From an optimization exercise on the open Yosys and OpenROAD flow, aimed at small area; shortcuts taken in it are not production practice. At most, simulation tests tie the RTL to the original design; equivalence was not proved. The RTL of run 5 was laid out without a check of its function. Power is estimated from default activity; no workload was simulated.

### design.v
module FA(input wire a, b, c, output wire s, co);
    assign s = a ^ b ^ c;
    assign co = (a & b) | (a & c) | (b & c);
endmodule
module HA(input wire a, b, output wire s, co);
    assign s = a ^ b;
    assign co = a & b;
endmodule
module XNOR2(input wire a, b, output wire y);
    assign y = ~(a ^ b);
endmodule
module OR2(input wire a, b, output wire y);
    assign y = a | b;
endmodule
module ADD8 #(parameter CI = 0) (input wire [7:0] x, y, output wire [8:0] s);
    wire [7:1] c;
    generate
        if (CI) begin : g1
            XNOR2 hs (.a(x[0]), .b(y[0]), .y(s[0]));
            OR2   hc (.a(x[0]), .b(y[0]), .y(c[1]));
        end else begin : g0
            HA h (.a(x[0]), .b(y[0]), .s(s[0]), .co(c[1]));
        end
    endgenerate
    genvar i;
    generate
        for (i = 1; i < 7; i = i + 1) begin : f
            FA a (.a(x[i]), .b(y[i]), .c(c[i]), .s(s[i]), .co(c[i+1]));
        end
    endgenerate
    FA a7 (.a(x[7]), .b(y[7]), .c(c[7]), .s(s[7]), .co(s[8]));
endmodule
module ADD3 (input wire [8:0] x, y, z, output wire [9:0] u);
    wire [8:1] s;
    wire [8:0] c;
    wire [9:2] k;
    FA a0 (.a(x[0]), .b(y[0]), .c(z[0]), .s(u[0]), .co(c[0]));
    genvar i;
    generate
        for (i = 1; i < 9; i = i + 1) begin : csa
            FA a (.a(x[i]), .b(y[i]), .c(z[i]), .s(s[i]), .co(c[i]));
        end
    endgenerate
    HA h1 (.a(s[1]), .b(c[0]), .s(u[1]), .co(k[2]));
    generate
        for (i = 2; i < 9; i = i + 1) begin : cpa
            FA a (.a(s[i]), .b(c[i-1]), .c(k[i]), .s(u[i]), .co(k[i+1]));
        end
    endgenerate
    assign u[9] = c[8] ^ k[9];
endmodule
module MAJ(input wire a, b, c, output wire y);
    assign y = (a & b) | (a & c) | (b & c);
endmodule
module AND2(input wire a, b, output wire y);
    assign y = a & b;
endmodule
module FIN (input wire [9:0] pn, qn, input wire rd, output wire [6:0] mp, mq,
            output wire sp, sq, sat);
    wire [6:0] up = pn[6:0], uq = qn[6:0];
    wire np = pn[8], nq = qn[8];
    wire [7:1] c, d;
    assign c[1] = uq[0] | ~up[0];
    assign d[1] = uq[0] | up[0];
    wire [6:1] ap1, aq1;
    assign ap1[1] = up[0];
    assign aq1[1] = uq[0];
    genvar i;
    generate for (i = 1; i < 7; i = i + 1) begin : ch
        MAJ mc (.a(uq[i]), .b(~up[i]), .c(c[i]), .y(c[i+1]));
        MAJ md (.a(uq[i]), .b(up[i]), .c(d[i]), .y(d[i+1]));
    end endgenerate
    generate for (i = 1; i < 6; i = i + 1) begin : ac
        AND2 ap (.a(ap1[i]), .b(up[i]), .y(ap1[i+1]));
        AND2 aq (.a(aq1[i]), .b(uq[i]), .y(aq1[i+1]));
    end endgenerate
    assign mp[0] = ~up[0];
    assign mq[0] = ~uq[0];
    generate for (i = 1; i < 7; i = i + 1) begin : mb
        assign mp[i] = ~(up[i] ^ (np & ~ap1[i]));
        assign mq[i] = ~(uq[i] ^ (nq & ~aq1[i]));
    end endgenerate
    wire selp = np ^ ((np ^ nq) ? ~d[7] : c[7]);
    assign sp = rd & selp;
    assign sq = rd & ~selp;
    wire lop = &up;
    wire loq = &uq;
    wire satp = ~((pn[9:7] == 3'b101) | ((pn[9:7] == 3'b110) & ~lop));
    wire satq = ~((qn[9:7] == 3'b101) | ((qn[9:7] == 3'b110) & ~loq));
    assign sat = satp | satq;
endmodule
module MUXI1(input wire s, a, b, output wire y);
    assign y = ~(s ? b : a);
endmodule
module MUX1(input wire s, a, b, output wire y);
    assign y = s ? b : a;
endmodule
module O22AI(input wire a1, a2, b1, b2, output wire y);
    assign y = ~((a1 | a2) & (b1 | b2));
endmodule
module A222OI(input wire a1, a2, b1, b2, c1, c2, output wire y);
    assign y = ~((a1 & a2) | (b1 & b2) | (c1 & c2));
endmodule
module NAND3B(input wire an, b, c, output wire y);
    assign y = ~(~an & b & c);
endmodule
module NAND2(input wire a, b, output wire y);
    assign y = ~(a & b);
endmodule
module NAND4B(input wire an, b, c, d, output wire y);
    assign y = ~(~an & b & c & d);
endmodule
module OMUX1(input wire an, bn, c, d, rp, rq, nsa, nsb, sc, sd, sp, sq, ns, output wire y);
    wire y1, y2, y3;
    O22AI  g1 (.a1(an), .a2(nsa), .b1(bn), .b2(nsb), .y(y1));
    A222OI g2 (.a1(c), .a2(sc), .b1(d), .b2(sd), .c1(rp), .c2(sp), .y(y2));
    NAND2  g3 (.a(rq), .b(sq), .y(y3));
    NAND4B g4 (.an(y1), .b(y2), .c(y3), .d(ns), .y(y));
endmodule
module MUXI32(input wire s, input wire [31:0] a, b, output wire [31:0] y);
    genvar i;
    generate for (i = 0; i < 32; i = i + 1) begin : g
        MUXI1 m (.s(s), .a(a[i]), .b(b[i]), .y(y[i]));
    end endgenerate
endmodule
module MUX32(input wire s, input wire [31:0] a, b, output wire [31:0] y);
    genvar i;
    generate for (i = 0; i < 32; i = i + 1) begin : g
        MUX1 m (.s(s), .a(a[i]), .b(b[i]), .y(y[i]));
    end endgenerate
endmodule
module OMUX0(input wire an, bn, c, d, nsa, nsb, sc, sd, ns, output wire y);
    wire y1, y2;
    O22AI  g1 (.a1(an), .a2(nsa), .b1(bn), .b2(nsb), .y(y1));
    A22OI  g2 (.a1(c), .a2(sc), .b1(d), .b2(sd), .y(y2));
    NAND3B g3 (.an(y1), .b(y2), .c(ns), .y(y));
endmodule
module A22OI(input wire a1, a2, b1, b2, output wire y);
    assign y = ~((a1 & a2) | (b1 & b2));
endmodule
module OMUX32(input wire [31:0] an, bn, c, d, rp, rq, input wire nsa, nsb, sc, sd,
              input wire [3:0] sp, sq, ns, output wire [31:0] y);
    genvar i;
    generate for (i = 0; i < 32; i = i + 1) begin : g
        if (i % 8 == 0) begin : b0
            OMUX0 m (.an(an[i]), .bn(bn[i]), .c(c[i]), .d(d[i]),
                     .nsa(nsa), .nsb(nsb), .sc(sc), .sd(sd), .ns(ns[i/8]), .y(y[i]));
        end else begin : b
            OMUX1 m (.an(an[i]), .bn(bn[i]), .c(c[i]), .d(d[i]), .rp(rp[i]), .rq(rq[i]),
                     .nsa(nsa), .nsb(nsb), .sc(sc), .sd(sd), .sp(sp[i/8]), .sq(sq[i/8]),
                     .ns(ns[i/8]), .y(y[i]));
        end
    end endgenerate
endmodule
module SOBEL (input wire [31:0] t, m, b, input wire rd, output wire [6:0] mp0, mq0, mp1, mq1,
                  output wire sp0, sq0, sp1, sq1, sat0, sat1);
    wire [7:0] t0 = t[31:24];
    wire [7:0] t1 = t[23:16];
    wire [7:0] t2 = t[15:8];
    wire [7:0] t3 = t[7:0];
    wire [7:0] b0 = b[31:24];
    wire [7:0] b1 = b[23:16];
    wire [7:0] b2 = b[15:8];
    wire [7:0] b3 = b[7:0];
    wire [7:0] mh2 = m[15:8], mh3 = m[7:0];
    wire [7:0] ml0 = ~m[31:24], ml1 = ~m[23:16];
    wire [8:0] dd0, ad0;
    ADD8 #(.CI(1)) udd0 (.x(t1), .y(b0), .s(dd0));
    ADD8 #(.CI(0)) uad0 (.x(t0), .y(b1), .s(ad0));
    wire [8:0] dd1, ad1;
    ADD8 #(.CI(1)) udd1 (.x(t2), .y(b1), .s(dd1));
    ADD8 #(.CI(1)) uad1 (.x(t1), .y(b2), .s(ad1));
    wire [8:0] dd2, ad2;
    ADD8 #(.CI(1)) udd2 (.x(t3), .y(b2), .s(dd2));
    ADD8 #(.CI(0)) uad2 (.x(t2), .y(b3), .s(ad2));
    wire [8:0] e0;
    ADD8 #(.CI(0)) ue0 (.x(mh2), .y(ml0), .s(e0));
    wire [8:0] e1;
    ADD8 #(.CI(0)) ue1 (.x(mh3), .y(ml1), .s(e1));
    wire [9:0] up0, uq0;
    ADD3 usp0 (.x(dd0), .y(dd1), .z(e0), .u(up0));
    ADD3 usq0 (.x(ad0), .y(ad1), .z(~e0), .u(uq0));
    FIN uf0 (.pn(up0), .qn(uq0), .rd(rd), .mp(mp0), .mq(mq0), .sp(sp0), .sq(sq0), .sat(sat0));
    wire [9:0] up1, uq1;
    ADD3 usp1 (.x(dd1), .y(dd2), .z(e1), .u(up1));
    ADD3 usq1 (.x(ad1), .y(ad2), .z(~e1), .u(uq1));
    FIN uf1 (.pn(up1), .qn(uq1), .rd(rd), .mp(mp1), .mq(mq1), .sp(sp1), .sq(sq1), .sat(sat1));
endmodule
module SOBELX (input wire [31:0] t, m, b, input wire rd, output wire [6:0] mp0, mq0, mp1, mq1,
                  output wire sp0, sq0, sp1, sq1, sat0, sat1);
    wire [7:0] t0 = t[31:24];
    wire [7:0] t1 = t[23:16];
    wire [7:0] t2 = t[15:8];
    wire [7:0] t3 = t[7:0];
    wire [7:0] b0 = b[31:24];
    wire [7:0] b1 = b[23:16];
    wire [7:0] b2 = b[15:8];
    wire [7:0] b3 = b[7:0];
    wire [7:0] mh2 = ~m[15:8], mh3 = ~m[7:0];
    wire [7:0] ml0 = m[31:24], ml1 = m[23:16];
    wire [8:0] dd0, ad0;
    ADD8 #(.CI(1)) udd0 (.x(t1), .y(b0), .s(dd0));
    ADD8 #(.CI(0)) uad0 (.x(t0), .y(b1), .s(ad0));
    wire [8:0] dd1, ad1;
    ADD8 #(.CI(1)) udd1 (.x(t2), .y(b1), .s(dd1));
    ADD8 #(.CI(1)) uad1 (.x(t1), .y(b2), .s(ad1));
    wire [8:0] dd2, ad2;
    ADD8 #(.CI(1)) udd2 (.x(t3), .y(b2), .s(dd2));
    ADD8 #(.CI(0)) uad2 (.x(t2), .y(b3), .s(ad2));
    wire [8:0] e0;
    ADD8 #(.CI(0)) ue0 (.x(mh2), .y(ml0), .s(e0));
    wire [8:0] e1;
    ADD8 #(.CI(0)) ue1 (.x(mh3), .y(ml1), .s(e1));
    wire [9:0] up0, uq0;
    ADD3 usp0 (.x(dd0), .y(dd1), .z(e0), .u(up0));
    ADD3 usq0 (.x(ad0), .y(ad1), .z(~e0), .u(uq0));
    FIN uf0 (.pn(up0), .qn(uq0), .rd(rd), .mp(mp0), .mq(mq0), .sp(sp0), .sq(sq0), .sat(sat0));
    wire [9:0] up1, uq1;
    ADD3 usp1 (.x(dd1), .y(dd2), .z(e1), .u(up1));
    ADD3 usq1 (.x(ad1), .y(ad2), .z(~e1), .u(uq1));
    FIN uf1 (.pn(up1), .qn(uq1), .rd(rd), .mp(mp1), .mq(mq1), .sp(sp1), .sq(sq1), .sat(sat1));
endmodule
module sobel_accel(
        input   wire    [ 2:0]   addr,
        output  reg     [31:0]   rdata,
        input   wire    [31:0]   wdata,
        input   wire             cs,
        input   wire             read,
        input   wire             write,
        input   wire             clk,
        input   wire             rst
);
    reg [31:0] data0, data1, data2, data3, data4, data5;
    always @(posedge clk)
        if (cs & write)
            case (addr)
                3'd0: data0 <= wdata;
                3'd1: data1 <= wdata;
                3'd2: data2 <= wdata;
                3'd3: data3 <= wdata;
                3'd4: data4 <= wdata;
                3'd5: data5 <= wdata;
            endcase
    wire [2:0] ra = addr;
    wire h = ra[2] & (ra[0] | ~ra[1]);
    wire [31:0] ra_n, rb_n, rc_, rd_;
    MUXI32 ma (.s(h), .a(data0), .b(data2), .y(ra_n));
    MUXI32 mb (.s(h), .a(data1), .b(data3), .y(rb_n));
    MUX32  mc (.s(h), .a(data2), .b(data4), .y(rc_));
    MUX32  md (.s(h), .a(data3), .b(data5), .y(rd_));
    wire [6:0] p00, p01, p10, p11, q00, q01, q10, q11;
    wire e00, e01, e10, e11, f00, f01, f10, f11;   
    wire t00, t01, t10, t11;                     
    wire ss = ra[2] & ra[1];                     
    SOBEL  U0 (.t(ra_n), .m(rb_n), .b(rc_), .rd(ss), .mp0(p00), .mq0(q00), .mp1(p01), .mq1(q01),
               .sp0(e00), .sq0(f00), .sp1(e01), .sq1(f01), .sat0(t00), .sat1(t01));
    SOBELX U1 (.t(rb_n), .m(rc_),  .b(rd_), .rd(ss), .mp0(p10), .mq0(q10), .mp1(p11), .mq1(q11),
               .sp0(e10), .sq0(f10), .sp1(e11), .sq1(f11), .sat0(t10), .sat1(t11));
    wire [31:0] resp = {p00, 1'b0, p01, 1'b0, p10, 1'b0, p11, 1'b0};
    wire [31:0] resq = {q00, 1'b0, q01, 1'b0, q10, 1'b0, q11, 1'b0};
    wire sa = ~ra[2] & ~ra[1] & ~ra[0];
    wire sb = ~ra[2] & ~ra[1] & ra[0];
    wire sc = (ra[2] ^ ra[1]) & ~ra[0];    
    wire sd = (ra[2] ^ ra[1]) & ra[0];     
    wire [3:0] nsat = ~({t00, t01, t10, t11} & {4{ss}});
    wire [31:0] rd_next;
    OMUX32 mo (.an(ra_n), .bn(rb_n), .c(rc_), .d(rd_), .rp(resp), .rq(resq),
               .nsa(~sa), .nsb(~sb), .sc(sc), .sd(sd), .sp({e00, e01, e10, e11}), .sq({f00, f01, f10, f11}),
               .ns(nsat), .y(rd_next));
    always @(posedge clk) rdata <= rd_next;
endmodule
### flow/run.sh
#!/bin/bash
# Layout flow: the standard flow (standard.sh), with the standard
# synthesis unchanged and two changes after it:
#  - before floorplanning, every combinational cell that synthesis gave a
#    drive strength above 1 starts at its smallest size (downsize.tcl); the
#    resizer's later timing and design repairs size up again where needed;
#    the buffers synthesis inserted are removed (REMOVE_ABC_BUFFERS);
#  - the port buffers are buf_1 cells.
# Each tool's output goes to a log file of its own in this folder.
set -euo pipefail
here=$(pwd)
bash standard.sh synth > synth.log 2>&1
bash standard.sh PRE_FLOORPLAN_TCL="$here/flow/downsize.tcl" REMOVE_ABC_BUFFERS=1 \
    "BUFFER_PORTS_ARGS=-buffer_cell sky130_fd_sc_hd__buf_1" finish > layout.log 2>&1
### flow/downsize.tcl
# Sourced by ORFS's floorplan.tcl (PRE_FLOORPLAN_TCL) right after the
# synthesised netlist is loaded: swap each combinational cell above drive
# strength 1 for the same function at the smallest drive strength.
set db [ord::get_db]
set block [ord::get_db_block]
set n 0
foreach inst [$block getInsts] {
  set name [[$inst getMaster] getName]
  if {![regexp {^(sky130_fd_sc_hd__[a-z0-9]+)_([0-9]+)$} $name -> base drive]} { continue }
  if {$drive <= 1} { continue }
  if {[regexp {__(df|edf|sdf|dl|sedf|ha|fa)} $base]} { continue }
  foreach d {1 0} {
    set m [$db findMaster ${base}_$d]
    if {$m ne "NULL" && $m ne ""} {
      $inst swapMaster $m
      incr n
      break
    }
  }
}
puts "downsize.tcl: $n cells set to their smallest drive strength"
### standard.sh
#!/bin/bash
# synth_recipe.tcl (not shown) runs the flow's synth.tcl, then flattens the netlist and writes it again
# the make line also repeats each setting of config.mk as NAME=value (left out here)
make -C /OpenROAD-flow-scripts/flow DESIGN_CONFIG=/design/flow/config.mk WORK_HOME=/design/flow/orfs CLKGATE_MAP_FILE= SYNTH_SCRIPT=/design/flow/synth_recipe.tcl "${@:-finish}"
### config.mk
export PLATFORM = sky130hd
export DESIGN_NAME = sobel_accel
export DESIGN_NICKNAME = sobel_accel
export VERILOG_FILES = /design/flow/design.v
export SDC_FILE = /design/flow/constraint.sdc
export NUM_CORES = 4
export LEC_CHECK = 0
export CAP_MARGIN = 20
export CORE_MARGIN = 2
export CORE_UTILIZATION = 75
export CTS_CLUSTER_DIAMETER = 100
export CTS_CLUSTER_SIZE = 30
export GPL_TIMING_DRIVEN = 1
export SLEW_MARGIN = 20
export SYNTH_HIERARCHICAL = 1
### constraint.sdc
create_clock -name core_clock -period 9.0 [get_ports {clk}]
set_input_delay 1.8000 -clock core_clock [delete_from_list [all_inputs] [get_ports {clk}]]
set_output_delay 1.8000 -clock core_clock [all_outputs]
set_load 0.01 [all_outputs]
==> key figures, run 1 <==
Run status
  – Status: timing/DRC/antenna clean

Finish
  – Fin area: 17700 um^2
  – Register area: 6410 um^2
  – Share of post-route cells with drive strength above 1: 6.02%
  – ANT cells: 0
  – Multi-input gate area: 9520 um^2
  – Post-layout util: 83.7%
  – Nets: 1574
  – FILL cells: 1137
  – Layout area overhead: 8.58%

Clock tree
  – Post-CTS Hold Fix Bufs: 0
  – Latest clock arrival within the worst-skew pair: 0.49 ns
  – CTS tree: built
  – H-tree levels: 1
  – Worst-path clk slew: 0.10 ns
  – Post-CTS sizing: 0
  – Post-CTS setup buffers: 0
  – Clock root cell: clkbuf_16
  – Clk sinks: roughly 220
  – Max clock buf depth: 3
  – CTS Buf Count: 11

Global routing
  – Grt ovf: 0
  – Largest net degree at the start of global routing: 33
  – Global-route usage over all layers: 37.8%
  – Global-route wire length before repair: 62400 um
  – Antenna violations before repair: 0
  – Vias in the first global route: 11200

Critical path
  – Buf/Inv on CP: 2
  – Crit-path max FO: 22
  – Crit start category: input pin
  – Worst Path Class, Setup: in2reg
  – CP top delay family: adder cells
  – Critical Path End Type: flip-flop
  – WP data arrival: 9.17 ns
  – Worst Setup SP: addr[0]
  – Worst EP required: 9.33 ns
  – CP peak stage delay: 0.56 ns
  – Reg-to-Reg Start: data2[16]
  – Crit-path slowest cell: fa_1
  – Crit path top cell by count: fa_1
  – Cells along the critical path: buf_1 -> nand2b_1 -> and2_4 -> buf_12 -> mux2i_1 -> or2_1 -> fa_1 -> fa_1 -> fa_1 -> fa_1 -> fa_1 -> fa_1 -> fa_1 -> fa_1 -> fa_1 -> fa_1 -> xor2_1 -> nand3_1 -> or4_1 -> nand2_1 -> nand4b_1

Timing
  – Maximum clock rate: approximately 0.11 GHz
  – Setup WS post-layout: 0.156 ns
  – RSZ-0062 raised after global routing: no
  – Worst-margin pin slew: 0.786 ns
  – Minimum clock period: 8.84 ns
  – Setup TNS Final: 0 ns
  – Final hold violations: 0
  – Final hold slack: 0.681 ns
  – Relative slew slack: 46.1%
  – Clock Skew: 0.0264 ns
  – Period utilization: between 90% and 100%
  – Final setup vio count: 0
  – Final Max Slew Viols: 0

Drt
  – Drt wl/cell: 26.1 um
  – Vias: 10400
  – DR pass1 iterations: 8
  – Post-route ant nets: 0
  – DRC violations left: 0
  – DRT iter0 DRCs: between 1000 and 1500
  – Routed WL: 40600 um
  – Vias per std cell: 6.70

Power
  – Power Density: 357 nW/um^2
  – Sw frac: between 40 and 50%
  – Worst VDD drop: 0.268 mV
  – Gate power share: 71.7%
  – Reg power frac: 19.7%
  – Clock share of power: under 10%
  – P_leak: 6.46 nW
  – P_sw: 0.00283 W
  – Pint: 0.00350 W

Placed design
  – DP Worst Slack: -0.372 ns
  – Placed instance area: approximately 17000 um^2
  – IO buf count: 69
  – Routability-driven placement congestion ratio: 0.972
  – Hpwl dp: 31700 um

Synth
  – Mean post-synth cell area: 14.2 um^2
  – Ys Warns: 7
  – Mapped Cells: 1144
  – Synth Cell Area: 16300 um^2

Floorplan
  – Die width: between 150 and 200 um
  – Rows: 53
  – Chip height: between 150 and 200 um
  – DIE AREA: roughly 23000 um^2
  – Top Ports: 72
  – Core Area: 21200 um^2
  – Initial core utilization: between 70 and 80%

Worst hold path
  – Worst hold start: data5[0]
  – Worst hold path type: reg2reg

Run
  – Maxcap violations: 0
[power groups by stage]
stage | Combinational (W) | Clock (W) | Sequential (W)
floorplan | 0.00320 | 0 | 0.00131
global placement | 0.00419 | 0 | 0.00127
detailed placement | 0.00436 | 0 | 0.00127
CTS | 0.00440 | 0.000546 | 0.00125
global route | 0.00487 | 0.000576 | 0.00126
finish | 0.00453 | 0.000541 | 0.00125
[path summary, 6_finish.rpt]
check | end | slack, ns | cells past startpoint
hold / removal | rdata[0] | 0.68 | 3
hold reg to reg | rdata[0] | 0.68 | 3
setup reg to reg | rdata[3] | 1.73 | 19
setup / recovery | rdata[3] | 0.16 | 21
[placed cells by master (no fill, tap or decap), types with 5 or more instances in the layout]
| master | count |
|---|---|
| and2_1 | 41 |
| inv_1 | 102 |
| clkbuf_16 | 11 |
| buf_1 | 69 |
| nand3_1 | 5 |
| xnor2_1 | 60 |
| xor2_1 | 12 |
| a222oi_1 | 28 |
| nand4b_1 | 28 |
| nand4_1 | 16 |
| nor2_1 | 8 |
| fa_1 | 240 |
| clkbuf_1 | 5 |
| or2_1 | 8 |
| nor2b_1 | 52 |
| buf_4 | 55 |
| mux2_1 | 68 |
| nand3b_1 | 5 |
| dfxtp_1 | 32 |
| edfxtp_1 | 192 |
| mux2i_1 | 64 |
| maj3_1 | 48 |
| ha_1 | 18 |
| nand2_1 | 46 |
| o22ai_1 | 32 |
[metal layers]
metal,GRT usage (%),vias to the layer above,part of all wire [%]
li1,-,4319,-
met1,49.0,5172,36
met2,63.2,764,49
met3,6.54,170,9.7
met4,17.6,0,5.4
met5,0,-,0
[area by class of cell]
class / count / area share (%)
sequential: 224 / 36.2
multi-input combinational: 810 / 53.8
clock buffer: 16 / 1.66
tap: 275 / 1.94
inverter: 102 / 2.16
timing repair buffer: 127 / 4.14
clock inverter: 1 / 0.0919
[state kept, by name (all words and copies together), names as in the netlist]
signal and cells:
data3 32, data1 32, data4 32, rdata 32, data2 32, data5 32, data0 32
[per-stage QoR]
stage	instances	power, W
finish	1555	0.00632
global route	1555	0.00670
CTS	1555	0.00620
detailed placement	1538	0.00563
global placement	1538	0.00545
floorplan	1136	0.00450
[worst reg2reg max path: stages, from the launching register on]
cell and delay [ns]:
edfxtp_1 0.40, mux2_1 0.45, ha_1 0.29, fa_1 0.38
fa_1 0.41, fa_1 0.42, fa_1 0.41, fa_1 0.40
fa_1 0.40, fa_1 0.54, inv_1 0.06, fa_1 0.46
fa_1 0.47, fa_1 0.53, buf_4 0.21, nand4_1 0.13
nor2_1 0.07, or4_1 0.47, nand2_1 0.40, nand4b_1 0.23
==> inputs of run 2 (changes only) <==
--- a/design.v
+++ b/design.v
@@ -57,5 +57,5 @@
 endmodule
 module FIN (input wire [9:0] pn, qn, input wire rd, output wire [6:0] mp, mq,
-            output wire sp, sq, sat);
+            output wire sp, sq, ns);
     wire [6:0] up = pn[6:0], uq = qn[6:0];
     wire np = pn[8], nq = qn[8];
@@ -88,5 +88,5 @@
     wire satp = ~((pn[9:7] == 3'b101) | ((pn[9:7] == 3'b110) & ~lop));
     wire satq = ~((qn[9:7] == 3'b101) | ((qn[9:7] == 3'b110) & ~loq));
-    assign sat = satp | satq;
+    assign ns = ~(rd & (satp | satq));
 endmodule
 module MUXI1(input wire s, a, b, output wire y);
@@ -154,5 +154,5 @@
 endmodule
 module SOBEL (input wire [31:0] t, m, b, input wire rd, output wire [6:0] mp0, mq0, mp1, mq1,
-                  output wire sp0, sq0, sp1, sq1, sat0, sat1);
+                  output wire sp0, sq0, sp1, sq1, ns0, ns1);
     wire [7:0] t0 = t[31:24];
     wire [7:0] t1 = t[23:16];
@@ -181,12 +181,12 @@
     ADD3 usp0 (.x(dd0), .y(dd1), .z(e0), .u(up0));
     ADD3 usq0 (.x(ad0), .y(ad1), .z(~e0), .u(uq0));
-    FIN uf0 (.pn(up0), .qn(uq0), .rd(rd), .mp(mp0), .mq(mq0), .sp(sp0), .sq(sq0), .sat(sat0));
+    FIN uf0 (.pn(up0), .qn(uq0), .rd(rd), .mp(mp0), .mq(mq0), .sp(sp0), .sq(sq0), .ns(ns0));
     wire [9:0] up1, uq1;
     ADD3 usp1 (.x(dd1), .y(dd2), .z(e1), .u(up1));
     ADD3 usq1 (.x(ad1), .y(ad2), .z(~e1), .u(uq1));
-    FIN uf1 (.pn(up1), .qn(uq1), .rd(rd), .mp(mp1), .mq(mq1), .sp(sp1), .sq(sq1), .sat(sat1));
+    FIN uf1 (.pn(up1), .qn(uq1), .rd(rd), .mp(mp1), .mq(mq1), .sp(sp1), .sq(sq1), .ns(ns1));
 endmodule
 module SOBELX (input wire [31:0] t, m, b, input wire rd, output wire [6:0] mp0, mq0, mp1, mq1,
-                  output wire sp0, sq0, sp1, sq1, sat0, sat1);
+                  output wire sp0, sq0, sp1, sq1, ns0, ns1);
     wire [7:0] t0 = t[31:24];
     wire [7:0] t1 = t[23:16];
@@ -215,9 +215,9 @@
     ADD3 usp0 (.x(dd0), .y(dd1), .z(e0), .u(up0));
     ADD3 usq0 (.x(ad0), .y(ad1), .z(~e0), .u(uq0));
-    FIN uf0 (.pn(up0), .qn(uq0), .rd(rd), .mp(mp0), .mq(mq0), .sp(sp0), .sq(sq0), .sat(sat0));
+    FIN uf0 (.pn(up0), .qn(uq0), .rd(rd), .mp(mp0), .mq(mq0), .sp(sp0), .sq(sq0), .ns(ns0));
     wire [9:0] up1, uq1;
     ADD3 usp1 (.x(dd1), .y(dd2), .z(e1), .u(up1));
     ADD3 usq1 (.x(ad1), .y(ad2), .z(~e1), .u(uq1));
-    FIN uf1 (.pn(up1), .qn(uq1), .rd(rd), .mp(mp1), .mq(mq1), .sp(sp1), .sq(sq1), .sat(sat1));
+    FIN uf1 (.pn(up1), .qn(uq1), .rd(rd), .mp(mp1), .mq(mq1), .sp(sp1), .sq(sq1), .ns(ns1));
 endmodule
 module sobel_accel(
@@ -251,10 +251,10 @@
     wire [6:0] p00, p01, p10, p11, q00, q01, q10, q11;
     wire e00, e01, e10, e11, f00, f01, f10, f11;   
-    wire t00, t01, t10, t11;                     
+    wire n00, n01, n10, n11;                     
     wire ss = ra[2] & ra[1];                     
     SOBEL  U0 (.t(ra_n), .m(rb_n), .b(rc_), .rd(ss), .mp0(p00), .mq0(q00), .mp1(p01), .mq1(q01),
-               .sp0(e00), .sq0(f00), .sp1(e01), .sq1(f01), .sat0(t00), .sat1(t01));
+               .sp0(e00), .sq0(f00), .sp1(e01), .sq1(f01), .ns0(n00), .ns1(n01));
     SOBELX U1 (.t(rb_n), .m(rc_),  .b(rd_), .rd(ss), .mp0(p10), .mq0(q10), .mp1(p11), .mq1(q11),
-               .sp0(e10), .sq0(f10), .sp1(e11), .sq1(f11), .sat0(t10), .sat1(t11));
+               .sp0(e10), .sq0(f10), .sp1(e11), .sq1(f11), .ns0(n10), .ns1(n11));
     wire [31:0] resp = {p00, 1'b0, p01, 1'b0, p10, 1'b0, p11, 1'b0};
     wire [31:0] resq = {q00, 1'b0, q01, 1'b0, q10, 1'b0, q11, 1'b0};
@@ -263,9 +263,8 @@
     wire sc = (ra[2] ^ ra[1]) & ~ra[0];    
     wire sd = (ra[2] ^ ra[1]) & ra[0];     
-    wire [3:0] nsat = ~({t00, t01, t10, t11} & {4{ss}});
     wire [31:0] rd_next;
     OMUX32 mo (.an(ra_n), .bn(rb_n), .c(rc_), .d(rd_), .rp(resp), .rq(resq),
                .nsa(~sa), .nsb(~sb), .sc(sc), .sd(sd), .sp({e00, e01, e10, e11}), .sq({f00, f01, f10, f11}),
-               .ns(nsat), .y(rd_next));
+               .ns({n00, n01, n10, n11}), .y(rd_next));
     always @(posedge clk) rdata <= rd_next;
 endmodule
--- a/config.mk
+++ b/config.mk
@@ -8,5 +8,5 @@
 export CAP_MARGIN = 20
 export CORE_MARGIN = 2
-export CORE_UTILIZATION = 75
+export CORE_UTILIZATION = 78
 export CTS_CLUSTER_DIAMETER = 100
 export CTS_CLUSTER_SIZE = 30
==> key figures, run 2 <==
Synth
  – Mean post-synth cell area: 14.2 um^2 (about the same)
  – Ys Warns: 7 (unchanged)
  – Mapped Cells: 1139 (was 1144)
  – Synth Cell Area: 16200 um^2 (was 16300 um^2)

Critical path
  – Crit start category: input pin (unchanged)
  – R2r setup slk: 1.80 ns (was 1.73 ns)
  – WP data arrival: 9.26 ns (was 9.17 ns)
  – Crit-path max FO: 19 (was 22)
  – Worst EP required: 9.41 ns (was 9.33 ns)
  – Reg2Reg Depth: 18 (was 19)
  – Reg-to-Reg Start: data2[24] (was data2[16])
  – RR Endpoint: rdata[14] (was rdata[3])
  – Worst Path Class, Setup: in2reg (unchanged)
  – Critical Path End Type: flip-flop (unchanged)

Global routing
  – Grt ovf: 0 (unchanged)
  – Vias in the first global route: 11500 (was 11200)
  – Antenna violations before repair: 0 (unchanged)
  – Global-route wire length before repair: 63400 um (was 62400 um)
  – Global-route usage over all layers: 39.3% (was 37.8%)
  – Largest net degree at the start of global routing: 47 (was 33)

Drt
  – Post-route ant nets: 0 (unchanged)
  – DRT iter0 DRCs: 1509 (was 1374)
  – DR pass1 iterations: 12 (was 8)
  – Drt wl/cell: 26.6 um (was 26.1 um)
  – Vias per std cell: 6.79 (was 6.70)
  – DRC violations left: 0 (unchanged)
  – Routed WL: 41500 um (was 40600 um)
  – Vias: 10600 (was 10400)

Clock tree
  – Clk sinks: 224 (unchanged)
  – CTS tree: built (unchanged)
  – Latest clock arrival within the worst-skew pair: 0.48 ns (was 0.49 ns)
  – Post-CTS sizing: 0 (unchanged)
  – H-tree levels: 1 (unchanged)
  – Post-CTS Hold Fix Bufs: 0 (unchanged)
  – Post-CTS setup buffers: 0 (unchanged)
  – CTS Buf Count: 11 (unchanged)
  – Max clock buf depth: 3 (unchanged)
  – Worst-path clk slew: 0.10 ns (about the same)
  – Clock root cell: clkbuf_16 (unchanged)

Timing
  – Worst-margin pin slew: 1.05 ns (was 0.786 ns)
  – RSZ-0062 raised after global routing: no (unchanged)
  – Relative slew slack: 29.8% (was 46.1%)
  – Final hold violations: 0 (unchanged)
  – Minimum clock period: 8.85 ns (was 8.84 ns)
  – Clock Skew: 0.0212 ns (was 0.0264 ns)
  – Period utilization: 98.3% (about the same)
  – Final setup vio count: 0 (unchanged)
  – Setup WS post-layout: 0.150 ns (was 0.156 ns)
  – Final Max Slew Viols: 0 (unchanged)
  – Maximum clock rate: 0.113 GHz (about the same)

Floorplan
  – Core Area: 20300 um^2 (was 21200 um^2)
  – DIE AREA: 22000 um^2 (was 22900 um^2)
  – Rows: 52 (was 53)
  – Die width: 148 um (was 151 um)
  – Initial core utilization: 79.9% (was 77.0%)
  – Chip height: 148 um (was 151 um)
  – Top Ports: 72 (unchanged)

Power
  – P_leak: 6.49 nW (was 6.46 nW)
  – PnR Total Power: 0.00629 W (was 0.00632 W)
  – Worst VDD drop: 0.258 mV (was 0.268 mV)
  – Power Density: 355 nW/um^2 (was 357 nW/um^2)

Finish
  – ANT cells: 0 (unchanged)
  – Layout area overhead: 9.22% (was 8.58%)
  – FILL cells: 946 (was 1137)
  – Most frequent cells in the layout: fa_1 (240), edfxtp_1 (192), inv_1 (107) (was fa_1 (240), edfxtp_1 (192), inv_1 (102))
  – Nets: 1582 (was 1574)
  – Most common cell after layout, fill and taps aside: fa_1 (unchanged)
  – Share of post-route cells with drive strength above 1: 6.91% (was 6.02%)

Placed design
  – IO buf count: 69 (unchanged)
  – DP Worst Slack: -0.114 ns (was -0.372 ns)
  – Routability-driven placement congestion ratio: 0.969 (was 0.972)
  – Hpwl dp: 31300 um (was 31700 um)

Run status
  – Status: timing/DRC/antenna clean (unchanged)

Run
  – Maxcap violations: 0 (unchanged)

Worst hold path
  – Worst hold path type: reg2reg (unchanged)
  – Worst hold start: data5[0] (unchanged)
  – Worst hold stages: 3 (unchanged)
  – Hold EP: rdata[0] (unchanged)
## run 2: changes by cell type in the layout (fill, tap and decap cells not counted), moves of 2 or more
cell      before  now
nor4_2         0    3
or4_1          4    0
nand2_1       46   41
nand2b_1       3    1
nand2_2        0    2
o41ai_1        0    4
nor2b_1       52   28
nor2_4         4    1
nor2_1         8   32
buf_4         55   64
inv_1        102  107
## run 2: report_power, final
group          internal, W  leakage (nW)  switching [W]
Clock             0.000235         0.149       0.000301
Combinational      0.00197          4.34        0.00253
Sequential         0.00122          2.00      0.0000272
## run 2: how the worst max path moves through the flow
stage / from / end / cells after the start
6_report: addr[0] / rdata[28] / 24
5_1_grt: addr[0] / rdata[28] / 24
4_1_cts: addr[0] / rdata[28] / 24
3_5_place_dp: addr[0] / rdata[29] / 24
3_3_place_gp: addr[0] / rdata[13] / 22
2_1_floorplan: addr[2] / rdata[25] / 18
## run 2: layout make-up
class	instances	area, um^2	area share [%]
Inverter	107	402	2.27
Multi-Input combinational cell	804	9450	53.4
Sequential cell	224	6410	36.2
Clock inverter	1	16.3	0.0918
Clock buffer	16	294	1.66
Tap cell	270	338	1.91
Timing Repair Buffer	136	807	4.56
## run 2: critical path, stage by stage
cell      delay, ns
buf_1          0.10
inv_1          0.13
a21oi_4        0.17
buf_12         0.20
buf_4          0.19
mux2i_1        0.65
ha_1           0.31
fa_1           0.48
inv_1          0.11
fa_1           0.42
ha_1           0.23
fa_1           0.40
fa_1           0.40
fa_1           0.43
fa_1           0.41
fa_1           0.39
fa_1           0.40
fa_1           0.60
buf_4          0.20
mux2_1         0.14
nand2_1        0.07
a21boi_1       0.66
nand2_1        0.16
nand4b_1       0.20
## run 2: metal layers
| metal | vias to the layer above | share of wire [%] | wire length, um | global-route usage [%] |
|---|---|---|---|---|
| li1 | 4327 | - | - | - |
| met1 | 5206 | 35 | 14400 | 51.5 |
| met2 | 819 | 48 | 19900 | 64.1 |
| met3 | 226 | 11 | 4510 | 8.19 |
| met4 | 0 | 6.5 | 2690 | 19.5 |
| met5 | - | 0 | 0 | 0 |
## run 2: stage by stage
| stage | hold slack (ns) | util, % | std cells | setup TNS [ns] | instance area, um^2 |
|---|---|---|---|---|---|
| 4_1_cts | 0.706 | 87.3 | 1558 | 0 | 17700 |
| 3_5_place_dp | 0.683 | 85.7 | 1541 | -0.857 | 17400 |
| 2_1_floorplan | 0.592 | - | 1135 | -266.45 | 16200 |
| 3_3_place_gp | 0.650 | 85.6 | 1540 | 0 | 17400 |
| 6_report | 0.716 | 87.3 | 1558 | 0 | 17700 |
| 5_1_grt | 0.763 | 87.3 | 1558 | 0 | 17700 |
==> inputs of run 3 (changes only) <==
--- a/config.mk
+++ b/config.mk
@@ -8,5 +8,5 @@
 export CAP_MARGIN = 20
 export CORE_MARGIN = 2
-export CORE_UTILIZATION = 78
+export CORE_UTILIZATION = 75
 export CTS_CLUSTER_DIAMETER = 100
 export CTS_CLUSTER_SIZE = 30
==> key figures, run 3 <==
Critical path
  – Reg-to-Reg Start: data2[24] (unchanged)
  – Reg2Reg Depth: 18 (unchanged)
  – Worst EP required: 9.34 ns (was 9.41 ns)
  – Worst Path Class, Setup: in2reg (unchanged)
  – Crit-path max FO: 16 (was 19)
  – Critical Path End Type: flip-flop (unchanged)
  – Crit start category: input pin (unchanged)
  – R2r setup slk: 1.92 ns (was 1.80 ns)
  – WP data arrival: 8.99 ns (was 9.26 ns)
  – RR Endpoint: rdata[11] (was rdata[14])

Power
  – Reg power frac: 20.1% (was 19.9%)
  – Clock share of power: 8.6% (was 8.5%)
  – Pint: 0.00342 W (was 0.00343 W)
  – Sw frac: 45.0% (was 45.4%)
  – P_sw: 0.00280 W (was 0.00286 W)
  – Power Density: 353 nW/um^2 (was 355 nW/um^2)
  – Worst VDD drop: 0.258 mV (about the same)
  – P_leak: 6.44 nW (was 6.49 nW)
  – Gate power share: 71.4% (was 71.6%)

Floorplan
  – Chip height: 151 um (was 148 um)
  – Rows: 53 (was 52)
  – Initial core utilization: 76.7% (was 79.9%)
  – Die width: 151 um (was 148 um)
  – DIE AREA: 22800 um^2 (was 22000 um^2)
  – Top Ports: 72 (unchanged)
  – Core Area: 21200 um^2 (was 20300 um^2)

Drt
  – Routed WL: 39700 um (was 41500 um)
  – Drt wl/cell: 25.6 um (was 26.6 um)
  – DRC violations left: 0 (unchanged)
  – Vias per std cell: 6.58 (was 6.79)
  – Post-route ant nets: 0 (unchanged)
  – Vias: 10200 (was 10600)
  – DRT iter0 DRCs: 1237 (was 1509)
  – DR pass1 iterations: 8 (was 12)

Timing
  – Clock Skew: 0.0250 ns (was 0.0212 ns)
  – Maximum clock rate: 0.116 GHz (was 0.113 GHz)
  – Final Max Slew Viols: 0 (unchanged)
  – Final hold violations: 0 (unchanged)
  – Final setup vio count: 0 (unchanged)
  – Final hold slack: 0.728 ns (was 0.716 ns)
  – RSZ-0062 raised after global routing: no (unchanged)
  – Minimum clock period: 8.65 ns (was 8.85 ns)
  – Worst-margin pin slew: 0.960 ns (was 1.05 ns)
  – Relative slew slack: 35.8% (was 29.8%)
  – Period utilization: 96.1% (was 98.3%)

Finish
  – Most common cell after layout, fill and taps aside: fa_1 (unchanged)
  – Share of post-route cells with drive strength above 1: 6.11% (was 6.91%)
  – Post-layout util: 83.4% (was 87.3%)
  – Layout area overhead: 8.75% (was 9.22%)
  – Most frequent cells in the layout: fa_1 (240), edfxtp_1 (192), inv_1 (107) (unchanged)
  – ANT cells: 0 (unchanged)
  – FILL cells: 1146 (was 946)
  – Nets: 1571 (was 1582)

Clock tree
  – Post-CTS Hold Fix Bufs: 0 (unchanged)
  – H-tree levels: 1 (unchanged)
  – Clock root cell: clkbuf_16 (unchanged)
  – CTS Buf Count: 11 (unchanged)
  – Worst-path clk slew: 0.11 ns (was 0.10 ns)
  – Latest clock arrival within the worst-skew pair: 0.49 ns (was 0.48 ns)
  – Post-CTS setup buffers: 0 (unchanged)
  – CTS tree: built (unchanged)
  – Post-CTS sizing: 0 (unchanged)
  – Max clock buf depth: 3 (unchanged)
  – Clk sinks: 224 (unchanged)

Synth
  – Mean post-synth cell area: 14.2 um^2 (unchanged)
  – Ys Warns: 7 (unchanged)
  – Synth Cell Area: 16200 um^2 (unchanged)
  – Mapped Cells: 1139 (unchanged)

Worst hold path
  – Worst hold path type: reg2reg (unchanged)
  – Worst hold start: data5[0] (unchanged)
  – Worst hold stages: 3 (unchanged)
  – Hold EP: rdata[0] (unchanged)

Placed design
  – Hpwl dp: 31800 um (was 31300 um)
  – Routability-driven placement congestion ratio: 0.986 (was 0.969)
  – IO buf count: 69 (unchanged)

Global routing
  – Global-route wire length before repair: 61000 um (was 63400 um)
  – Antenna violations before repair: 0 (unchanged)
  – Largest net degree at the start of global routing: 51 (was 47)
  – Vias in the first global route: 11100 (was 11500)
  – Global-route usage over all layers: 37.0% (was 39.3%)
  – Grt ovf: 0 (unchanged)

Run status
  – Status: timing/DRC/antenna clean (unchanged)

Run
  – Maxcap violations: 0 (unchanged)
==> run 3: metrics by stage <==
| step | setup TNS (ns) | worst slack [ns] | total power [W] | instances | instance area [um^2] |
|---|---|---|---|---|---|
| 3_3_place_gp | 0 | 0.0986 | 0.00540 | 1534 | 17300 |
| 3_5_place_dp | -0.367 | -0.0994 | 0.00555 | 1535 | 17300 |
| 5_1_grt | 0 | 0.0859 | 0.00662 | 1552 | 17600 |
| 6_report | 0 | 0.347 | 0.00622 | 1552 | 17600 |
| 2_1_floorplan | -266.45 | -8.47 | 0.00450 | 1135 | 16200 |
| 4_1_cts | 0 | 0.399 | 0.00611 | 1552 | 17600 |
==> run 3: power groups by stage <==
stage / registers, W / logic [W] / clock network (W)
floorplan: 0.00131 / 0.00319 / 0
global placement: 0.00127 / 0.00413 / 0
detailed placement: 0.00127 / 0.00428 / 0
CTS: 0.00125 / 0.00432 / 0.000541
global route: 0.00126 / 0.00479 / 0.000572
finish: 0.00125 / 0.00444 / 0.000534
==> run 3: how the worst max path moves through the flow <==
stage / start / endpoint / slack (ns) / depth (start not counted)
6_report: addr[0] / rdata[11] / 0.35 / 22
5_1_grt: addr[0] / rdata[19] / 0.09 / 24
4_1_cts: addr[0] / rdata[15] / 0.40 / 22
3_5_place_dp: addr[2] / rdata[15] / -0.1 / 22
3_3_place_gp: addr[0] / rdata[11] / 0.1 / 21
2_1_floorplan: addr[2] / rdata[25] / -8.47 / 18
==> run 3: worst max-delay path: stages <==
cell      delay [ns]
buf_1           0.11
inv_1           0.09
a21oi_4         0.21
buf_12          0.19
buf_4           0.17
mux2_1          0.41
fa_1            0.47
fa_1            0.56
inv_1           0.07
fa_1            0.48
fa_1            0.48
fa_1            0.40
fa_1            0.42
fa_1            0.39
fa_1            0.40
fa_1            0.40
fa_1            0.55
nor2b_1         0.18
a211o_1         0.28
and3_1          0.30
a222oi_1        0.40
nand4b_1        0.19
==> run 3: per-layer routing <==
| metal | share of wire [%] | vias to the layer above | GRT usage, % |
|---|---|---|---|
| met4 | 4.8 | 0 | 16.8 |
| met3 | 9.0 | 143 | 5.75 |
| met2 | 50 | 653 | 62.4 |
| met1 | 37 | 5106 | 48.3 |
| li1 | - | 4312 | - |
| met5 | 0 | - | 0 |
==> run 3: cell type report <==
type                       count  area (um^2)  share of cell area [%]
sequential                   224         6410                    36.3
timing repair buffer         125          724                    4.11
tap                          275          344                    1.95
clock buffer                  16          294                    1.67
clock inverter                 1         16.3                  0.0922
inverter                     107          402                    2.28
multi-input combinational    804         9450                    53.6
==> inputs of run 4 (changes only) <==
--- a/config.mk
+++ b/config.mk
@@ -8,8 +8,8 @@
 export CAP_MARGIN = 20
 export CORE_MARGIN = 2
-export CORE_UTILIZATION = 75
+export CORE_UTILIZATION = 70
 export CTS_CLUSTER_DIAMETER = 100
 export CTS_CLUSTER_SIZE = 30
-export GPL_TIMING_DRIVEN = 1
+export GPL_TIMING_DRIVEN = 0
 export SLEW_MARGIN = 20
 export SYNTH_HIERARCHICAL = 1
==> key figures, run 4 <==
Clock tree
  – Max clock buf depth: 3 (unchanged)
  – CTS Buf Count: 11 (unchanged)
  – CTS tree: built (unchanged)
  – Clock root cell: clkbuf_16 (unchanged)
  – Post-CTS Hold Fix Bufs: 0 (unchanged)
  – Worst-path clk slew: 0.10 ns (was 0.11 ns)
  – Latest clock arrival within the worst-skew pair: 0.48 ns (was 0.49 ns)
  – H-tree levels: 1 (unchanged)
  – Clk sinks: 224 (unchanged)

Drt
  – Post-route ant nets: 0 (unchanged)
  – DRC violations left: 0 (unchanged)
  – Routed WL: 40100 um (was 39700 um)
  – Drt wl/cell: 25.7 um (was 25.6 um)
  – Vias: 9859 (was 10200)
  – DR pass1 iterations: 9 (was 8)
  – DRT iter0 DRCs: 1285 (was 1237)
  – Vias per std cell: 6.32 (was 6.58)

Critical path
  – R2r setup slk: 1.99 ns (was 1.92 ns)
  – Crit-path slowest cell: fa_2 (was fa_1)
  – Critical Path End Type: flip-flop (unchanged)
  – Worst Setup SP: addr[0] (unchanged)
  – WP data arrival: 9.22 ns (was 8.99 ns)
  – Worst EP required: 9.33 ns (was 9.34 ns)
  – Crit start category: input pin (unchanged)
  – Worst Path Class, Setup: in2reg (unchanged)
  – Crit path top cell by count: fa_1 (unchanged)
  – Reg-to-Reg Start: data2[24] (unchanged)
  – Cells along the critical path: buf_4 -> inv_1 -> a21oi_4 -> buf_16 -> buf_16 -> buf_16 -> mux2_2 -> or2_1 -> fa_1 -> fa_2 -> fa_1 -> fa_1 -> fa_1 -> fa_1 -> fa_1 -> fa_1 -> fa_1 -> fa_2 -> mux2_1 -> nand2_1 -> and3_4 -> a222oi_1 -> nand4b_1 (was buf_1 -> inv_1 -> a21oi_4 -> buf_12 -> buf_4 -> mux2_1 -> fa_1 -> fa_1 -> inv_1 -> fa_1 -> fa_1 -> fa_1 -> fa_1 -> fa_1 -> fa_1 -> fa_1 -> fa_1 -> nor2b_1 -> a211o_1 -> and3_1 -> a222oi_1 -> nand4b_1)
  – CP peak stage delay: 0.69 ns (was 0.56 ns)
  – Crit-path max FO: 18 (was 16)

Floorplan
  – Rows: 55 (was 53)
  – Top Ports: 72 (unchanged)
  – DIE AREA: 24400 um^2 (was 22800 um^2)
  – Initial core utilization: 71.4% (was 76.7%)
  – Die width: 156 um (was 151 um)
  – Chip height: 156 um (was 151 um)
  – Core Area: 22700 um^2 (was 21200 um^2)

Global routing
  – Antenna violations before repair: 0 (unchanged)
  – Global-route wire length before repair: 61100 um (was 61000 um)
  – Grt ovf: 0 (unchanged)
  – Vias in the first global route: 10700 (was 11100)
  – Global-route usage over all layers: 34.4% (was 37.0%)
  – Largest net degree at the start of global routing: 32 (was 51)

Power
  – P_leak: 6.53 nW (was 6.44 nW)
  – Power Density: 360 nW/um^2 (was 353 nW/um^2)
  – PnR Total Power: 0.00648 W (was 0.00622 W)
  – Worst VDD drop: 0.296 mV (was 0.258 mV)

Timing
  – Final hold slack: 0.699 ns (was 0.728 ns)
  – Final hold violations: 0 (unchanged)
  – Period utilization: 98.8% (was 96.1%)
  – Clock Skew: 0.0219 ns (was 0.0250 ns)
  – Final Max Slew Viols: 0 (unchanged)
  – Maximum clock rate: 0.112 GHz (was 0.116 GHz)
  – Minimum clock period: 8.89 ns (was 8.65 ns)
  – Worst-margin pin slew: 1.03 ns (was 0.960 ns)
  – Final setup vio count: 0 (unchanged)
  – Setup WS post-layout: 0.111 ns (was 0.347 ns)
  – RSZ-0062 raised after global routing: yes (was no)
  – Relative slew slack: 29.6% (was 35.8%)

Finish
  – Layout area overhead: 11.1% (was 8.75%)
  – FILL cells: 1338 (was 1146)
  – Most frequent cells in the layout: fa_1 (215), edfxtp_1 (192), inv_1 (106) (was fa_1 (240), edfxtp_1 (192), inv_1 (107))
  – ANT cells: 0 (unchanged)
  – Finished Layout Cells: 1561 (was 1552)
  – Share of post-route cells with drive strength above 1: 10.0% (was 6.11%)
  – Nets: 1570 (was 1571)
  – Most common cell after layout, fill and taps aside: fa_1 (unchanged)

Placed design
  – Routability-driven placement congestion ratio: 0.911 (was 0.986)
  – Hpwl dp: 33000 um (was 31800 um)
  – DP Worst Slack: -1.76 ns (was -0.0994 ns)
  – IO buf count: 69 (unchanged)
  – Placed insts: 1530 (was 1535)

Run status
  – Status: timing/DRC/antenna clean (unchanged)

Synth
  – Mapped Cells: 1139 (unchanged)
  – Ys Warns: 7 (unchanged)
  – Mean post-synth cell area: 14.2 um^2 (unchanged)
  – Synth Cell Area: 16200 um^2 (unchanged)

Worst hold path
  – Worst hold path type: reg2reg (unchanged)
  – Worst hold start: data5[0] (unchanged)

Run
  – Maxcap violations: 0 (unchanged)
run 4: cell count changes in the layout (fill, tap and decap cells not counted), moves of 5 or more:
cell | previous run | this run
fa_1 | 240 | 215
mux2i_1 | 64 | 59
buf_16 | 1 | 11
fa_2 | 0 | 25
buf_4 | 53 | 26
buf_2 | 0 | 17
mux2_1 | 68 | 63
run 4: final timing paths:
check	end	cells after the start
worst max-delay path	rdata[13]	23
worst min-delay path	rdata[0]	3
worst max register to register	rdata[13]	18
worst min register to register	rdata[0]	3
run 4: final cells by class:
class	count	area (um^2)	area share (%)
multi-input cells	804	9660	53.6
flip-flops and latches	224	6410	35.6
repair buffers	124	883	4.90
inverters	107	402	2.23
well taps	285	357	1.98
clock buffers	16	294	1.63
clock inverters	1	16.3	0.0903
run 4: critical path: cells and delay by family:
kind	cells	cell delay (ns)
AND/OR/NAND/NOR	4	0.78
adder cells (fa/ha/maj)	10	4.67
multiplexers	2	0.56
buffers and inverters	5	0.77
AO/OA/AOI/OAI	2	0.62
run 4: timing repair:
item | in CTS | in global routing
endpoints found under the setup margin | 32 | 32
resized for setup | 30 | 32
cloned | 0 | 1
buffers inserted | 9 | 4
endpoints found under the hold margin | 0 | 0
pin swaps | 9 | 18
run 4: stage by stage:
| step | instance area (um^2) | util (%) | TNS, ns |
|---|---|---|---|
| after floorplan | 16200 | - | -266.45 |
| after global placement | 16800 | 74.1 | -431.13 |
| after detailed placement | 17400 | 76.6 | -51.16 |
| after CTS | 17900 | 78.7 | -0.00305 |
| after global routing | 18000 | 79.3 | -0.0946 |
| final | 18000 | 79.3 | 0 |
run 4: power by group:
part           internal, W  switching [W]
clock network     0.000235       0.000298
registers          0.00122      0.0000252
logic              0.00208        0.00262
run 4: metal layers:
layer | wire (um) | GRT usage (%)
met3 | 3310 | 5.18
met5 | 0 | 0
met4 | 1600 | 11.4
met1 | 15200 | 46.6
met2 | 20000 | 58.2
==> inputs of run 5 (changes only) <==
--- a/design.v
+++ b/design.v
@@ -118,5 +118,6 @@
     NAND4B g4 (.an(y1), .b(y2), .c(y3), .d(ns), .y(y));
 endmodule
-module MUXI32(input wire s, input wire [31:0] a, b, output wire [31:0] y);
+module MUXI32(input wire [2:0] addr, input wire [31:0] a, b, output wire [31:0] y);
+    wire s = addr[2] & (addr[0] | ~addr[1]);
     genvar i;
     generate for (i = 0; i < 32; i = i + 1) begin : g
@@ -124,5 +125,6 @@
     end endgenerate
 endmodule
-module MUX32(input wire s, input wire [31:0] a, b, output wire [31:0] y);
+module MUX32(input wire [2:0] addr, input wire [31:0] a, b, output wire [31:0] y);
+    wire s = addr[2] & (addr[0] | ~addr[1]);
     genvar i;
     generate for (i = 0; i < 32; i = i + 1) begin : g
@@ -243,10 +245,9 @@
             endcase
     wire [2:0] ra = addr;
-    wire h = ra[2] & (ra[0] | ~ra[1]);
     wire [31:0] ra_n, rb_n, rc_, rd_;
-    MUXI32 ma (.s(h), .a(data0), .b(data2), .y(ra_n));
-    MUXI32 mb (.s(h), .a(data1), .b(data3), .y(rb_n));
-    MUX32  mc (.s(h), .a(data2), .b(data4), .y(rc_));
-    MUX32  md (.s(h), .a(data3), .b(data5), .y(rd_));
+    MUXI32 ma (.addr(ra), .a(data0), .b(data2), .y(ra_n));
+    MUXI32 mb (.addr(ra), .a(data1), .b(data3), .y(rb_n));
+    MUX32  mc (.addr(ra), .a(data2), .b(data4), .y(rc_));
+    MUX32  md (.addr(ra), .a(data3), .b(data5), .y(rd_));
     wire [6:0] p00, p01, p10, p11, q00, q01, q10, q11;
     wire e00, e01, e10, e11, f00, f01, f10, f11;   
--- a/config.mk
+++ b/config.mk
@@ -8,8 +8,8 @@
 export CAP_MARGIN = 20
 export CORE_MARGIN = 2
-export CORE_UTILIZATION = 70
+export CORE_UTILIZATION = 75
 export CTS_CLUSTER_DIAMETER = 100
 export CTS_CLUSTER_SIZE = 30
-export GPL_TIMING_DRIVEN = 0
+export GPL_TIMING_DRIVEN = 1
 export SLEW_MARGIN = 20
 export SYNTH_HIERARCHICAL = 1
==> key figures, run 5 <==
Power
  – Gate power share: 72.0% (was 72.5%)
  – P_leak: 6.66 nW (was 6.53 nW)
  – Sw frac: 45.7% (was 45.4%)
  – Reg power frac: 19.6% (was 19.3%)
  – Clock share of power: 8.5% (was 8.2%)
  – PnR Total Power: 0.00639 W (was 0.00648 W)
  – P_sw: 0.00292 W (was 0.00294 W)
  – Worst VDD drop: 0.298 mV (was 0.296 mV)
  – Power Density: 355 nW/um^2 (was 360 nW/um^2)
  – Pint: 0.00347 W (was 0.00354 W)

Clock tree
  – Latest clock arrival within the worst-skew pair: 0.49 ns (was 0.48 ns)
  – H-tree levels: 1 (unchanged)
  – Post-CTS Hold Fix Bufs: 0 (unchanged)
  – Post-CTS sizing: 0 (was 30)
  – Clock root cell: clkbuf_16 (unchanged)
  – Max clock buf depth: 3 (unchanged)
  – Post-CTS setup buffers: 0 (was 9)
  – CTS tree: built (unchanged)
  – Worst-path clk slew: 0.11 ns (was 0.10 ns)
  – Clk sinks: 224 (unchanged)
  – CTS Buf Count: 11 (unchanged)

Synth
  – Synth Cell Area: 16300 um^2 (was 16200 um^2)
  – Mean post-synth cell area: 14.2 um^2 (about the same)
  – Ys Warns: 7 (unchanged)
  – Mapped Cells: 1145 (was 1139)

Critical path
  – Crit-path slowest cell: fa_1 (was fa_2)
  – CP peak stage delay: 0.69 ns (about the same)
  – Reg2Reg Depth: 17 (was 18)
  – WP data arrival: 9.17 ns (was 9.22 ns)
  – Critical Path End Type: flip-flop (unchanged)
  – Worst EP required: 9.33 ns (about the same)
  – Crit path top cell by count: fa_1 (unchanged)
  – Reg-to-Reg Start: data3[16] (was data2[24])
  – Buf/Inv on CP: 2 (was 5)
  – Critical Path End: rdata[10] (was rdata[13])
  – Cells along the critical path: buf_1 -> a21boi_4 -> buf_4 -> mux2_1 -> or2_1 -> fa_1 -> fa_1 -> fa_1 -> fa_1 -> fa_1 -> fa_1 -> fa_1 -> fa_1 -> fa_1 -> fa_1 -> mux2_1 -> nand2_1 -> and3_1 -> a222oi_1 -> nand4b_1 (was buf_4 -> inv_1 -> a21oi_4 -> buf_16 -> buf_16 -> buf_16 -> mux2_2 -> or2_1 -> fa_1 -> fa_2 -> fa_1 -> fa_1 -> fa_1 -> fa_1 -> fa_1 -> fa_1 -> fa_1 -> fa_2 -> mux2_1 -> nand2_1 -> and3_4 -> a222oi_1 -> nand4b_1)
  – Worst Setup SP: addr[1] (was addr[0])
  – CP top delay family: adder cells (unchanged)
  – RR Endpoint: rdata[10] (was rdata[13])
  – Worst Path Class, Setup: in2reg (unchanged)
  – Crit start category: input pin (unchanged)
  – Crit-path max FO: 7 (was 18)
  – CP Depth: 20 (was 23)
  – R2r setup slk: 1.78 ns (was 1.99 ns)

Floorplan
  – Core Area: 21200 um^2 (was 22700 um^2)
  – Die width: 151 um (was 156 um)
  – Chip height: 151 um (was 156 um)
  – DIE AREA: 22900 um^2 (was 24400 um^2)
  – Initial core utilization: 76.9% (was 71.4%)
  – Top Ports: 72 (unchanged)
  – Rows: 53 (was 55)

Worst hold path
  – Worst hold start: data5[0] (unchanged)
  – Worst hold path type: reg2reg (unchanged)

Drt
  – DR pass1 iterations: 9 (unchanged)
  – Routed WL: 43600 um (was 40100 um)
  – DRC violations left: 0 (unchanged)
  – DRT iter0 DRCs: 1360 (was 1285)
  – Drt wl/cell: 27.4 um (was 25.7 um)
  – Vias: 10800 (was 9859)
  – Vias per std cell: 6.77 (was 6.32)
  – Post-route ant nets: 0 (unchanged)

Placed design
  – Hpwl dp: 34300 um (was 33000 um)
  – Placed instance area: 17700 um^2 (was 17400 um^2)
  – Placed insts: 1575 (was 1530)
  – Routability-driven placement congestion ratio: 0.999 (was 0.911)
  – IO buf count: 69 (unchanged)

Global routing
  – Antenna violations before repair: 1 (was 0)
  – Largest net degree at the start of global routing: 33 (was 32)
  – Grt ovf: 0 (unchanged)
  – Global-route usage over all layers: 39.8% (was 34.4%)
  – Global-route wire length before repair: 65600 um (was 61100 um)
  – Vias in the first global route: 11700 (was 10700)

Finish
  – Finished Layout Cells: 1592 (was 1561)
  – ANT cells: 0 (unchanged)
  – FILL cells: 1044 (was 1338)
  – Fin area: 18000 um^2 (about the same)
  – Post-layout util: 85.0% (was 79.3%)
  – Most frequent cells in the layout: fa_1 (240), edfxtp_1 (192), inv_1 (110) (was fa_1 (215), edfxtp_1 (192), inv_1 (106))
  – Share of post-route cells with drive strength above 1: 8.66% (was 10.0%)
  – Most common cell after layout, fill and taps aside: fa_1 (unchanged)
  – Nets: 1611 (was 1570)
  – Register area: 6410 um^2 (unchanged)
  – Multi-input gate area: 9510 um^2 (was 9660 um^2)
  – Layout area overhead: 10.6% (was 11.1%)

Run
  – Maxcap violations: 0 (unchanged)

Timing
  – Worst-margin pin slew: 1.03 ns (about the same)
  – Period utilization: 98.3% (was 98.8%)
  – Maximum clock rate: 0.113 GHz (was 0.112 GHz)
  – RSZ-0062 raised after global routing: no (was yes)
  – Relative slew slack: 31.3% (was 29.6%)
  – Setup TNS Final: 0 ns (unchanged)
  – Minimum clock period: 8.84 ns (was 8.89 ns)
  – Clock Skew: 0.0220 ns (was 0.0219 ns)
  – Final hold violations: 0 (unchanged)
  – Final setup vio count: 0 (unchanged)
  – Final Max Slew Viols: 0 (unchanged)

Run status
  – Status: timing/DRC/antenna clean (unchanged)
## run 5: area by class of cell
class / instances / share of cell area (%)
inverters: 110 / 2.30
well taps: 275 / 1.91
multi-input cells: 807 / 52.9
flip-flops and latches: 224 / 35.6
repair buffers: 159 / 5.58
clock buffers: 16 / 1.63
clock inverters: 1 / 0.0904
## run 5: worst min-delay path, stage by stage, from the launching register on
cell and delay [ns]:
edfxtp_1 0.34, mux2_1 0.18, a22oi_1 0.09, nand3b_1 0.09
## run 5: worst min path at each step
stage	slack [ns]	end	cells after the start
2_1_floorplan	0.59	rdata[0]	3
3_3_place_gp	0.65	rdata[0]	3
3_5_place_dp	0.70	rdata[0]	3
4_1_cts	0.73	rdata[0]	3
5_1_grt	0.77	rdata[2]	3
6_report	0.73	rdata[0]	3
## run 5: metal layers
layer	routed length, um	GRT usage [%]	vias to the layer above
met2	21000	65.4	817
met4	2570	19.6	0
met5	0	0	-
met1	15500	51.8	5361
li1	-	-	4408
met3	4470	7.56	192
## run 5: per-stage QoR
step                      setup slack [ns]  hold WS [ns]
after detailed placement            -0.200         0.703
final                                0.157         0.732
after global placement              0.0298         0.655
after floorplan                      -1.67         0.591
after CTS                            0.308         0.727
after global routing                0.0919         0.767
## run 5: power by group through the flow
| stage | logic (W) | clock network, W | registers [W] |
|---|---|---|---|
| 3_3_place_gp | 0.00421 | 0 | 0.00127 |
| 5_1_grt | 0.00490 | 0.000578 | 0.00126 |
| 4_1_cts | 0.00444 | 0.000544 | 0.00125 |
| 2_1_floorplan | 0.00317 | 0 | 0.00131 |
| 6_report | 0.00460 | 0.000541 | 0.00125 |
| 3_5_place_dp | 0.00439 | 0 | 0.00127 |

## re-timing with driven ports
In the flow no input, the clock included, has a driving cell. The finished layouts below were timed again as built, in two steps.
Step 1 sets driving cells, clkbuf_16 on the clock port and buf_2 on the other inputs (assumed; they add their load-dependent delay and slew).
Step 2 adds t to the input delays and takes it off the output delays; t is the mean of the earliest and latest rising clock arrival at the registers after step 1. Input paths then give back, and output paths get back, about the clock's delay inside the block.
a / b / c = ideal / step 1 / step 2; a / b = the first two.
run | shift t [ns] | setup WS [ns] | clock arrival spread, ns | worst data-port slew with drivers (ns)
run 1 | 0.528 | 0.156 / 0.179 / -0.349 | 0.026 / 0.026 | 0.04
run 2 | 0.520 | 0.150 / 0.175 / -0.345 | 0.021 / 0.021 | 0.04
run 3 | 0.526 | 0.347 / 0.372 / -0.155 | 0.025 / 0.025 | 0.04
run 4 | 0.520 | 0.111 / 0.129 / -0.391 | 0.022 / 0.023 | 0.04
run 5 | 0.520 | 0.157 / 0.176 / -0.343 | 0.025 / 0.025 | 0.04
Met with ideal ports but missed after step 2: setup timing in every run listed. For run 1, which loses most, drivers alone change the setup slack by +0.023 ns; drivers and shift together by -0.505 ns.
